This is an optimization exercise on Yosys and OpenROAD, whose aim is small area, not a production implementation.
RTL that was checked went through simulation tests only; none was proved equivalent to the original.
The clock port is modelled as an ideal driver, which makes a skipped or thinned clock tree look cheaper than it is; a real chip needs a root buffer or a tree.
Power and IR drop assume default switching activity.

Design controlx, start of the top module:
module controlx(
  input  wire        clk,
  input  wire [31:0] inp1, inp2,
  output wire [31:0] out,
  output wire        underflow,
  output wire        overflow
);
  reg  [5:0]  cnt;
  reg         bq;       
  reg  [4:0]  yq;       
  reg  [24:0] acc;      
  reg  [22:0] mant;
  reg         nf;
  wire [63:0] bsel = {40'd0, 1'b1, inp2[22:0]};
  wire [23:0] ma   = {1'b1, inp1[22:0]};
  always @(posedge clk) begin
    cnt <= cnt + 6'd1;
    bq  <= bsel[cnt];
    yq  <= inp1[4:0] & {5{bsel[cnt]}};
    acc <= sum;
  end
  wire [23:0] x = acc[24:1];
  wire [23:0] y = {ma[23:5] & {19{bq}}, yq};
  wire [24:0] c;
  wire [24:0] sum;
  genvar i;
  ha u0 (.a(x[0]), .b(y[0]), .s(sum[0]), .co(c[1]));
  generate for (i = 1; i < 24; i = i + 1) begin : rc
    fa u (.a(x[i]), .b(y[i]), .ci(c[i]), .s(sum[i]), .co(c[i+1]));
  end endgenerate
  assign sum[24] = c[24];
  always @(posedge clk) begin
    if ((cnt == 6'd25 && !acc[24]) || (cnt == 6'd26 && acc[23])) begin
  ...
Size: ~190 cells after synthesis, about 61 flip-flops, about 99 I/O pins, about 2900 um2 of cells after synthesis.
Settings: LEC_CHECK=0, CAP_MARGIN=20, CORE_MARGIN=2, CORE_UTILIZATION=80, SETUP_SLACK_MARGIN=0.1, SLEW_MARGIN=20, SYNTH_HIERARCHICAL=1, SYNTH_MINIMUM_KEEP_SIZE=0; clock period 10.0 ns.
standard.sh (not shown) runs the stock make flow with config.mk's settings and CLKGATE_MAP_FILE= SYNTH_SCRIPT=/design/flow/synth_recipe.tcl, a recipe that flattens the netlist after the stock synthesis.
==> flow/flow/run.sh <==
#!/bin/bash
# The standard layout, with the smallest buffer on the ports and a clock tree
# of clkbuf_4 cells without dummy loads.
set -euo pipefail
bash standard.sh \
  BUFFER_PORTS_ARGS="-buffer_cell sky130_fd_sc_hd__buf_1" \
  CTS_ARGS="-sink_clustering_enable -repair_clock_nets -dont_use_dummy_load -buf_list sky130_fd_sc_hd__clkbuf_4" \
  finish > make.log 2>&1
The baseline never finished: it broke off in clock tree synthesis, error DPL-0033.
Edit:
--- a/flow/flow/run.sh
+++ b/flow/flow/run.sh
@@ -7,2 +7,3 @@
   CTS_ARGS="-sink_clustering_enable -repair_clock_nets -dont_use_dummy_load -buf_list sky130_fd_sc_hd__clkbuf_4" \
+  RECOVER_POWER=100 \
   finish > make.log 2>&1
--- a/flow/config.mk
+++ b/flow/config.mk
@@ -9,3 +9,3 @@
 export CORE_MARGIN = 2
-export CORE_UTILIZATION = 80
+export CORE_UTILIZATION = 75
 export SETUP_SLACK_MARGIN = 0.1
Result: Now the flow ran to the end with no violations; synthesized area does not change; synthesized cell count is unchanged.
Edit:
==> flow/flow/run.sh (replaced) <==
#!/bin/bash
# The standard layout, with the smallest buffer on the ports and a clock tree
# of few large buffers without dummy loads.
set -euo pipefail
bash standard.sh \
  BUFFER_PORTS_ARGS="-buffer_cell sky130_fd_sc_hd__buf_1" \
  CTS_ARGS="-sink_clustering_enable -repair_clock_nets -dont_use_dummy_load -buf_list sky130_fd_sc_hd__clkbuf_16 -sink_clustering_size 64 -sink_clustering_max_diameter 500" \
  finish > make.log 2>&1
Result:
- The changed run completed with no timing, DRC or antenna violations
- routed wire length came out higher by 28%
- worst hold slack is worse by 0.055 ns
- clock skew came out lower by 0.013 ns
- final area came out higher by 5.8%
- area after synthesis does not change
- core utilization came out higher by 5.2 points
- sequential share of layout area came out lower by 2.4 points
- clock power came out higher by 120%
Edit:
==> flow/flow/run.sh (replaced) <==
#!/bin/bash
# The standard layout, with the smallest buffer on the ports and a clock tree
# of clkbuf_4 cells without dummy loads.
set -euo pipefail
bash standard.sh \
  BUFFER_PORTS_ARGS="-buffer_cell sky130_fd_sc_hd__buf_1" \
  CTS_ARGS="-sink_clustering_enable -repair_clock_nets -dont_use_dummy_load -buf_list sky130_fd_sc_hd__clkbuf_4" \
  finish > make.log 2>&1
--- a/flow/config.mk
+++ b/flow/config.mk
@@ -8,4 +8,7 @@
 export CAP_MARGIN = 20
+export CELL_PAD_IN_SITES_DETAIL_PLACEMENT = 0
+export CELL_PAD_IN_SITES_GLOBAL_PLACEMENT = 0
 export CORE_MARGIN = 2
-export CORE_UTILIZATION = 75
+export CORE_UTILIZATION = 82
+export PLACE_DENSITY = 0.9
 export SETUP_SLACK_MARGIN = 0.1
The changed run ended with an error in detailed placement with DPL-0033.
Area after synthesis does not change.
Synthesized cell count does not change.
Edit:
==> flow/flow/run.sh (replaced) <==
#!/bin/bash
# The standard layout, with the smallest buffer on the ports and a clock tree
# of few large buffers without dummy loads.
set -euo pipefail
bash standard.sh \
  BUFFER_PORTS_ARGS="-buffer_cell sky130_fd_sc_hd__buf_1" \
  CTS_ARGS="-sink_clustering_enable -repair_clock_nets -dont_use_dummy_load -buf_list sky130_fd_sc_hd__clkbuf_8 -sink_clustering_size 32 -sink_clustering_max_diameter 300" \
  finish > make.log 2>&1
--- a/flow/config.mk
+++ b/flow/config.mk
@@ -8,7 +8,4 @@
 export CAP_MARGIN = 20
-export CELL_PAD_IN_SITES_DETAIL_PLACEMENT = 0
-export CELL_PAD_IN_SITES_GLOBAL_PLACEMENT = 0
 export CORE_MARGIN = 2
-export CORE_UTILIZATION = 82
-export PLACE_DENSITY = 0.9
+export CORE_UTILIZATION = 75
 export SETUP_SLACK_MARGIN = 0.1
Now the flow finished clean.
Synthesized area does not change.
Synthesized cell count does not change.
Edit:
==> flow/flow/run.sh (replaced) <==
#!/bin/bash
# The standard layout, with the smallest buffer on the ports and a clock tree
# of clkbuf_4 cells without dummy loads.
set -euo pipefail
bash standard.sh \
  BUFFER_PORTS_ARGS="-buffer_cell sky130_fd_sc_hd__buf_1" \
  CTS_ARGS="-sink_clustering_enable -repair_clock_nets -dont_use_dummy_load -buf_list sky130_fd_sc_hd__clkbuf_4" \
  finish > make.log 2>&1
--- a/flow/config.mk
+++ b/flow/config.mk
@@ -9,4 +9,4 @@
 export CORE_MARGIN = 2
-export CORE_UTILIZATION = 75
-export SETUP_SLACK_MARGIN = 0.1
+export CORE_UTILIZATION = 88
+export SETUP_SLACK_MARGIN = 0.05
 export SLEW_MARGIN = 20
What happened: With this change the flow did not get past global placement with GPL-0301; synthesized cell count does not change; area after synthesis is unchanged.

---

== JK ==
controlx, a different RTL version from the one above (not shown whole).
Size in the first run: roughly 56 flip-flops, roughly 99 I/O pins, ~2700 sq um of cells after synthesis.
==> flow/config.mk <==
export PLATFORM = sky130hd
export DESIGN_NAME = controlx
export DESIGN_NICKNAME = controlx
export VERILOG_FILES = /design/flow/design.v
export SDC_FILE = /design/flow/constraint.sdc
export NUM_CORES = 4
export LEC_CHECK = 0
export CAP_MARGIN = 20
export CORE_MARGIN = 2
export CORE_UTILIZATION = 70
export SLEW_MARGIN = 20
export SYNTH_HIERARCHICAL = 1
export SYNTH_MINIMUM_KEEP_SIZE = 0
==> flow/constraint.sdc <==
create_clock -name core_clock -period 10.0 [get_ports {clk}]
set_input_delay 2.0000 -clock core_clock [delete_from_list [all_inputs] [get_ports {clk}]]
set_output_delay 2.0000 -clock core_clock [all_outputs]
set_load 0.01 [all_outputs]
==> flow/flow/run.sh <==
#!/bin/bash
# The standard layout, with the smallest buffer on the ports.
set -euo pipefail
bash standard.sh BUFFER_PORTS_ARGS="-buffer_cell sky130_fd_sc_hd__buf_1" finish > make.log 2>&1
[JK] flow finished | final checks: failed | reasons: setup timing
The inputs of MS differ from those of JK as listed below.
==> flow/run.sh (new file) <==
#!/bin/bash
# synth_recipe.tcl (not shown) runs the flow's synth.tcl, then flattens the netlist and writes it again
# the make line also repeats each setting of config.mk as NAME=value (left out here)
make -C /OpenROAD-flow-scripts/flow DESIGN_CONFIG=/design/flow/config.mk WORK_HOME=/design/flow/orfs CLKGATE_MAP_FILE= SYNTH_SCRIPT=/design/flow/synth_recipe.tcl finish
removed: flow/flow/run.sh
removed: flow/standard.sh
==> comparison <==
MS: it failed during global placement (3_3_place_gp), and the tool reported GPL-0301. Diff JK..MS | proportion of register bits with asynchronous set or reset after synthesis | negligible. MS -> JK: complex-gate fraction of the synthesized area delta 0, exact match. Diff MS..JK | mux cell area share after synthesis | negligible. Compared JK against MS; synthesized area per cell within noise. As far as number of distinct library cell variants in the gate-level netlist after synthesis goes, JK and MS are indistinguishable; the numbers are identical. The sequential share of the synthesized area on JK is in line with that on MS.
Function was not checked in any run of this note: the RTL went through the layout flow alone.

---

## run A
The RTL this note starts from:
==> flow/design.v <==
module fa(
  input  wire a, b, ci,
  output wire s, co
);
  assign s  = a ^ b ^ ci;
  assign co = (a & b) | (a & ci) | (b & ci);
endmodule
module ha(
  input  wire a, b,
  output wire s, co
);
  assign s  = a ^ b;
  assign co = a & b;
endmodule
module aoi222(
  input  wire a0, b0, a1, b1, a2, b2,
  output wire y
);
  assign y = ~((a0 & b0) | (a1 & b1) | (a2 & b2));
endmodule
module aoi221(
  input  wire a0, b0, a1, b1, c,
  output wire y
);
  assign y = ~((a0 & b0) | (a1 & b1) | c);
endmodule
module controlx(
  input  wire        clk,
  input  wire [31:0] inp1, inp2,
  output wire [31:0] out,
  output wire        underflow,
  output wire        overflow
);
  localparam integer K = 13;    
  genvar i;
  reg  [5:0]  cnt;
  reg         bq;       
  reg         cs;       
  reg  [25:0] acc;      
  reg  [22:0] mant;
  reg         nf;
  wire [23:0] mb = {1'b1, inp2[22:0]};
  wire [2:0]  grp = {cnt[5:3] == 3'd2, cnt[5:3] == 3'd1, cnt[5:3] == 3'd0};
  wire [7:0]  col;      
  generate for (i = 0; i < 7; i = i + 1) begin : bs
    aoi222 u (.a0(grp[0]), .b0(mb[i]), .a1(grp[1]), .b1(mb[8+i]), .a2(grp[2]), .b2(mb[16+i]), .y(col[i]));
  end endgenerate
  aoi221 u7 (.a0(grp[0]), .b0(mb[7]), .a1(grp[1]), .b1(mb[15]), .c(grp[2]), .y(col[7]));   
  wire bnext = ~col[cnt[2:0]];
  wire [23:0] ma   = {1'b1, inp1[22:0]};
  wire [5:0] cnt_n;
  wire [5:1] cc;
  assign cnt_n[0] = ~cnt[0];
  assign cc[1]    = cnt[0];
  generate for (i = 1; i < 5; i = i + 1) begin : ct
    ha u (.a(cnt[i]), .b(cc[i]), .s(cnt_n[i]), .co(cc[i+1]));
  end endgenerate
  assign cnt_n[5] = cnt[5] ^ cc[5];
  wire [24:0] x = acc[25:1];
  wire [24:0] y = {ma & {24{bq}}, 1'b0};
  wire [25:0] c;
  wire [25:0] sum;
  wire        xs, cx;   
  assign sum[0] = x[0];
  ha u1 (.a(x[1]), .b(y[1]), .s(sum[1]), .co(c[2]));
  ha uc (.a(x[K-1]), .b(cs), .s(xs), .co(cx));
  generate for (i = 2; i < 25; i = i + 1) begin : rc
    if (i == K - 1) begin : k1
      fa u (.a(xs), .b(y[i]), .ci(c[i]), .s(sum[i]), .co(c[i+1]));
    end else if (i == K) begin : k0
      fa u (.a(x[i]), .b(y[i]), .ci(cx), .s(sum[i]), .co(c[i+1]));
    end else begin : kn
      fa u (.a(x[i]), .b(y[i]), .ci(c[i]), .s(sum[i]), .co(c[i+1]));
    end
  end endgenerate
  assign sum[25] = c[25];
  always @(posedge clk) begin
    cnt <= cnt_n;
    bq  <= bnext;
    cs  <= c[K];
    acc <= sum;
  end
  always @(posedge clk) begin
    if ((cnt == 6'd26 && !acc[24]) || (cnt == 6'd27 && acc[23])) begin
      mant <= acc[22:0];
      nf   <= cnt[0];
    end
  end
  wire [7:0] ea = inp1[30:23];
  wire [7:0] eb = inp2[30:23];
  wire [8:0] ec;
  wire [7:0] E;
  assign ec[0] = nf;
  generate for (i = 0; i < 8; i = i + 1) begin : ex
    fa u (.a(ea[i]), .b(eb[i]), .ci(ec[i]), .s(E[i]), .co(ec[i+1]));
  end endgenerate
  wire [7:0] ic;
  assign ic[0] = 1'b1;
  generate for (i = 0; i < 7; i = i + 1) begin : inc
    assign ic[i+1] = ic[i] & E[i];
  end endgenerate
  wire [7:0] e = (E ^ ic) ^ 8'h80;
  assign underflow = ~ec[8] & ~E[7] & (nf | ~ic[7]);
  assign overflow  = ec[8] & (E[7] | (~nf & ic[7]));
  assign out[31]    = inp1[31] ^ inp2[31];
  assign out[30:23] = underflow ? {6'd0, nf, ~nf} : e;
  assign out[22:0]  = mant;
endmodule
==> flow/config.mk <==
export PLATFORM = sky130hd
export DESIGN_NAME = controlx
export DESIGN_NICKNAME = controlx
export VERILOG_FILES = /design/flow/design.v
export SDC_FILE = /design/flow/constraint.sdc
export NUM_CORES = 4
export LEC_CHECK = 0
export CAP_MARGIN = 20
export CORE_MARGIN = 2
export CORE_UTILIZATION = 75
export SLEW_MARGIN = 20
export SYNTH_HIERARCHICAL = 1
export SYNTH_MINIMUM_KEEP_SIZE = 0
==> flow/constraint.sdc <==
create_clock -name core_clock -period 10.0 [get_ports {clk}]
set_input_delay 2.0000 -clock core_clock [delete_from_list [all_inputs] [get_ports {clk}]]
set_output_delay 2.0000 -clock core_clock [all_outputs]
set_load 0.01 [all_outputs]
==> flow/flow/run.sh <==
#!/bin/bash
# The standard layout, with the smallest buffer on the ports, a hand-built
# clock tree of four buf_6 cells (flow/cts_hook.tcl), and power recovery (downsizing) after
# global routing followed by another slew/capacitance repair.
set -euo pipefail
bash standard.sh \
  BUFFER_PORTS_ARGS="-buffer_cell sky130_fd_sc_hd__buf_1" \
  PRE_CTS_TCL="$PWD/flow/cts_hook.tcl" \
  RECOVER_POWER=100 \
  PRE_GLOBAL_ROUTE_TCL="$PWD/flow/grt_hook.tcl" \
  finish > make.log 2>&1
==> flow/flow/grt_hook.tcl <==
# Sourced before global routing. Power recovery (downsizing) is followed by a
# pass that tries each logic cell at smaller drive strengths of the same
# function, keeping a change only while timing, slew and capacitance stay met,
# and then by another slew/capacitance repair.
proc downsize_logic_cells { } {
  set kept 0
  foreach inst [get_cells *] {
    set cell [get_property $inst ref_name]
    if { [regexp {df|dl|tap|fill|decap|conb|clkbuf|buf_} $cell] } {
      continue
    }
    if { ![regexp {^(sky130_fd_sc_hd__[a-z0-9]+)_([0-9]+)$} $cell -> base size] } {
      continue
    }
    set cands {}
    foreach lc [get_lib_cells */${base}_*] {
      set name [get_name $lc]
      if { [regexp "^${base}_(\[0-9\]+)\$" $name -> s] && $s < $size } {
        lappend cands [list $s $name]
      }
    }
    foreach c [lsort -integer -index 0 $cands] {
      replace_cell $inst [lindex $c 1]
      if { [sta::worst_slack -max] > 0.3 && [sta::worst_slack -min] > 0.05
           && [sta::max_slew_violation_count] == 0
           && [sta::max_capacitance_violation_count] == 0 } {
        incr kept
        puts "downsized [get_name $inst] $cell -> [lindex $c 1]"
        break
      }
      replace_cell $inst $cell
    }
  }
  puts "downsized $kept cells"
}

proc recover_power_helper { } {
  if { $::env(RECOVER_POWER) == 0 } {
    return
  }
  log_cmd repair_timing -verbose -recover_power $::env(RECOVER_POWER) -match_cell_footprint
  downsize_logic_cells
  log_cmd repair_design -verbose -slew_margin $::env(SLEW_MARGIN) -cap_margin $::env(CAP_MARGIN) -match_cell_footprint
  log_cmd detailed_placement
}
Other scripts of this flow, unchanged in this note and not shown: flow/flow/cts_hook.tcl
Run A reached the final stage; the timing, DRC and antenna checks on its layout passed.
Input changes introduced in run B (baseline for comparison: run A):
-- flow/flow/grt_hook.tcl --
<<< run A, line 5
>>> run B, line 5
proc cell_area { name } {
  set m [[ord::get_db] findMaster $name]
  return [expr { [$m getWidth] * [$m getHeight] }]
}

<<< run A, line 7
>>> run B, line 12
  set slews [sta::max_slew_violation_count]
  set caps [sta::max_capacitance_violation_count]
  puts "downsize start: setup [sta::worst_slack -max] hold [sta::worst_slack -min] slew $slews cap $caps"
<<< run A, line 18
      if { [regexp "^${base}_(\[0-9\]+)\$" $name -> s] && $s < $size } {
>>> run B, line 26
      if { [regexp "^${base}_(\[0-9\]+)\$" $name -> s] && $s < $size
           && [cell_area $name] < [cell_area $cell] } {
<<< run A, line 25
           && [sta::max_slew_violation_count] == 0
           && [sta::max_capacitance_violation_count] == 0 } {
>>> run B, line 34
           && [sta::max_slew_violation_count] <= $slews
           && [sta::max_capacitance_violation_count] <= $caps } {
--- outcome ---
Between run A and run B, the cell depth of the worst flop-to-flop path does not differ in any meaningful way. Comparing run B against run A, there is no change at all in global-route usage. The total wirelength of the detailed-routed design of run A and that of run B are within noise of each other.
diff inputs: run B => run C
Settings: swapping 75 for 78 in CORE_UTILIZATION.
[summary]
- Run C finished every stage and its layout cleared the timing, DRC and antenna checks.
- Looking at total power density per cell area, run C sits about 0.9% above run B.
- On run C: worst slew slack as a fraction of its limit is 19 points lower than what run B gave.
- From run B to run C the numbers moved as follows: worst IR drop on VDD has decreased; share of the clock period used by the worst path after layout has increased.
- There was hardly any difference in clock slew seen by the registers of the worst setup and hold paths between run C and run B.
- On final standard cell area without fillers, run C tracks run B almost exactly.
- Relative to run B, run C degrades power.
Setup changes, run C to run D
Settings: setting CELL_PAD_IN_SITES_GLOBAL_PLACEMENT to 0 for the first time; setting PLACE_DENSITY to 0.92 for the first time; changing CORE_UTILIZATION from 78 to 86; setting CELL_PAD_IN_SITES_DETAIL_PLACEMENT to 0 for the first time.
Notes after the runs:
- The flow ended early for run D: it failed with a tool error in 3_3_place_gp.
- Comparing run D against run C, there is no change at all in synthesized area per cell.
- Run D vs run C, initial cell density of the core went up by 8.3 points.
- Looking at run D and run C, the compound-cell area share of the yosys netlist is a wash.
The following lists how run E was set up differently from run D:
Settings: CELL_PAD_IN_SITES_GLOBAL_PLACEMENT no longer set, was 0; CELL_PAD_IN_SITES_DETAIL_PLACEMENT no longer set, was 0; CORE_UTILIZATION now 75, was 86; PLACE_DENSITY no longer set, was 0.92.
==> flow/flow/grt_hook.tcl <==
# Sourced before global routing: after the power-recovery downsizing, repair
# slew and capacitance again, since downsizing does not look at them.
proc recover_power_helper { } {
  if { $::env(RECOVER_POWER) == 0 } {
    return
  }
  log_cmd repair_timing -verbose -recover_power $::env(RECOVER_POWER) -match_cell_footprint
  log_cmd repair_design -verbose -slew_margin $::env(SLEW_MARGIN) -cap_margin $::env(CAP_MARGIN) -match_cell_footprint
  log_cmd detailed_placement
}
[summary]
Run E | stages: all done | timing, DRC, antenna: all pass. Run E -> run D: count of state elements after synthesis delta 0, exact match. As far as synthesized cell count goes, run D and run E are indistinguishable; the numbers are identical. Taking run D as the reference, in run E total of buffers placed on input and output ports saw little to no change, fraction of the yosys area taken by sequential cells held, starting density of the core dropped 10 points. Comparing run D and run E, the lower cell row count is on run D. As far as synthesized net count goes, run E and run D are indistinguishable; the numbers are identical. Run E vs. run D: chip width went up by 6.6%.
In run A, run B, run C and run E the design's own scripts or RTL, not TritonCTS, make the clock network.

## port drivers added, routing unchanged
How much do the figures lean on ideal ports? The routed layouts below were timed once more, with nothing changed but the port constraints.
Step 1, drivers: a clkbuf_16 drives clk and a buf_2 each remaining input, both assumed.
Step 2 moves the port delays by t, midway between the first and last clock arrival at a register: inputs arrive t later, outputs are due t later. That takes back most of the time a late clock gives input paths.
a / b / c = ideal / step 1 / step 2; a / b = the first two.
| run | shift t [ns] | setup slack, ns | slew at the worst register clock pin (ns) |
|---|---|---|---|
| the second run of note 1 | 0.404 | 0.171 / 0.171 / 0.171 | 0.10 / 0.10 |
| the third run of note 1 | 0.347 | 0.302 / 0.302 / 0.137 | 0.05 / 0.05 |
| the fifth run of note 1 | 0.340 | 0.281 / 0.281 / 0.091 | 0.07 / 0.07 |
| JK | 0.334 | -0.506 / -0.501 / -0.835 | 0.10 / 0.10 |
| run A | 0.178 | 1.436 / 1.416 / 1.416 | 0.10 / 0.10 |
| run B | 0.178 | 1.395 / 1.374 / 1.374 | 0.10 / 0.10 |
| run C | 0.183 | 0.951 / 0.930 / 0.930 | 0.10 / 0.10 |
| run E | 0.178 | 1.436 / 1.416 / 1.416 | 0.10 / 0.10 |
The setup slack of JK, which loses most, moves by +0.005 ns with the drivers and by -0.329 ns with both steps.
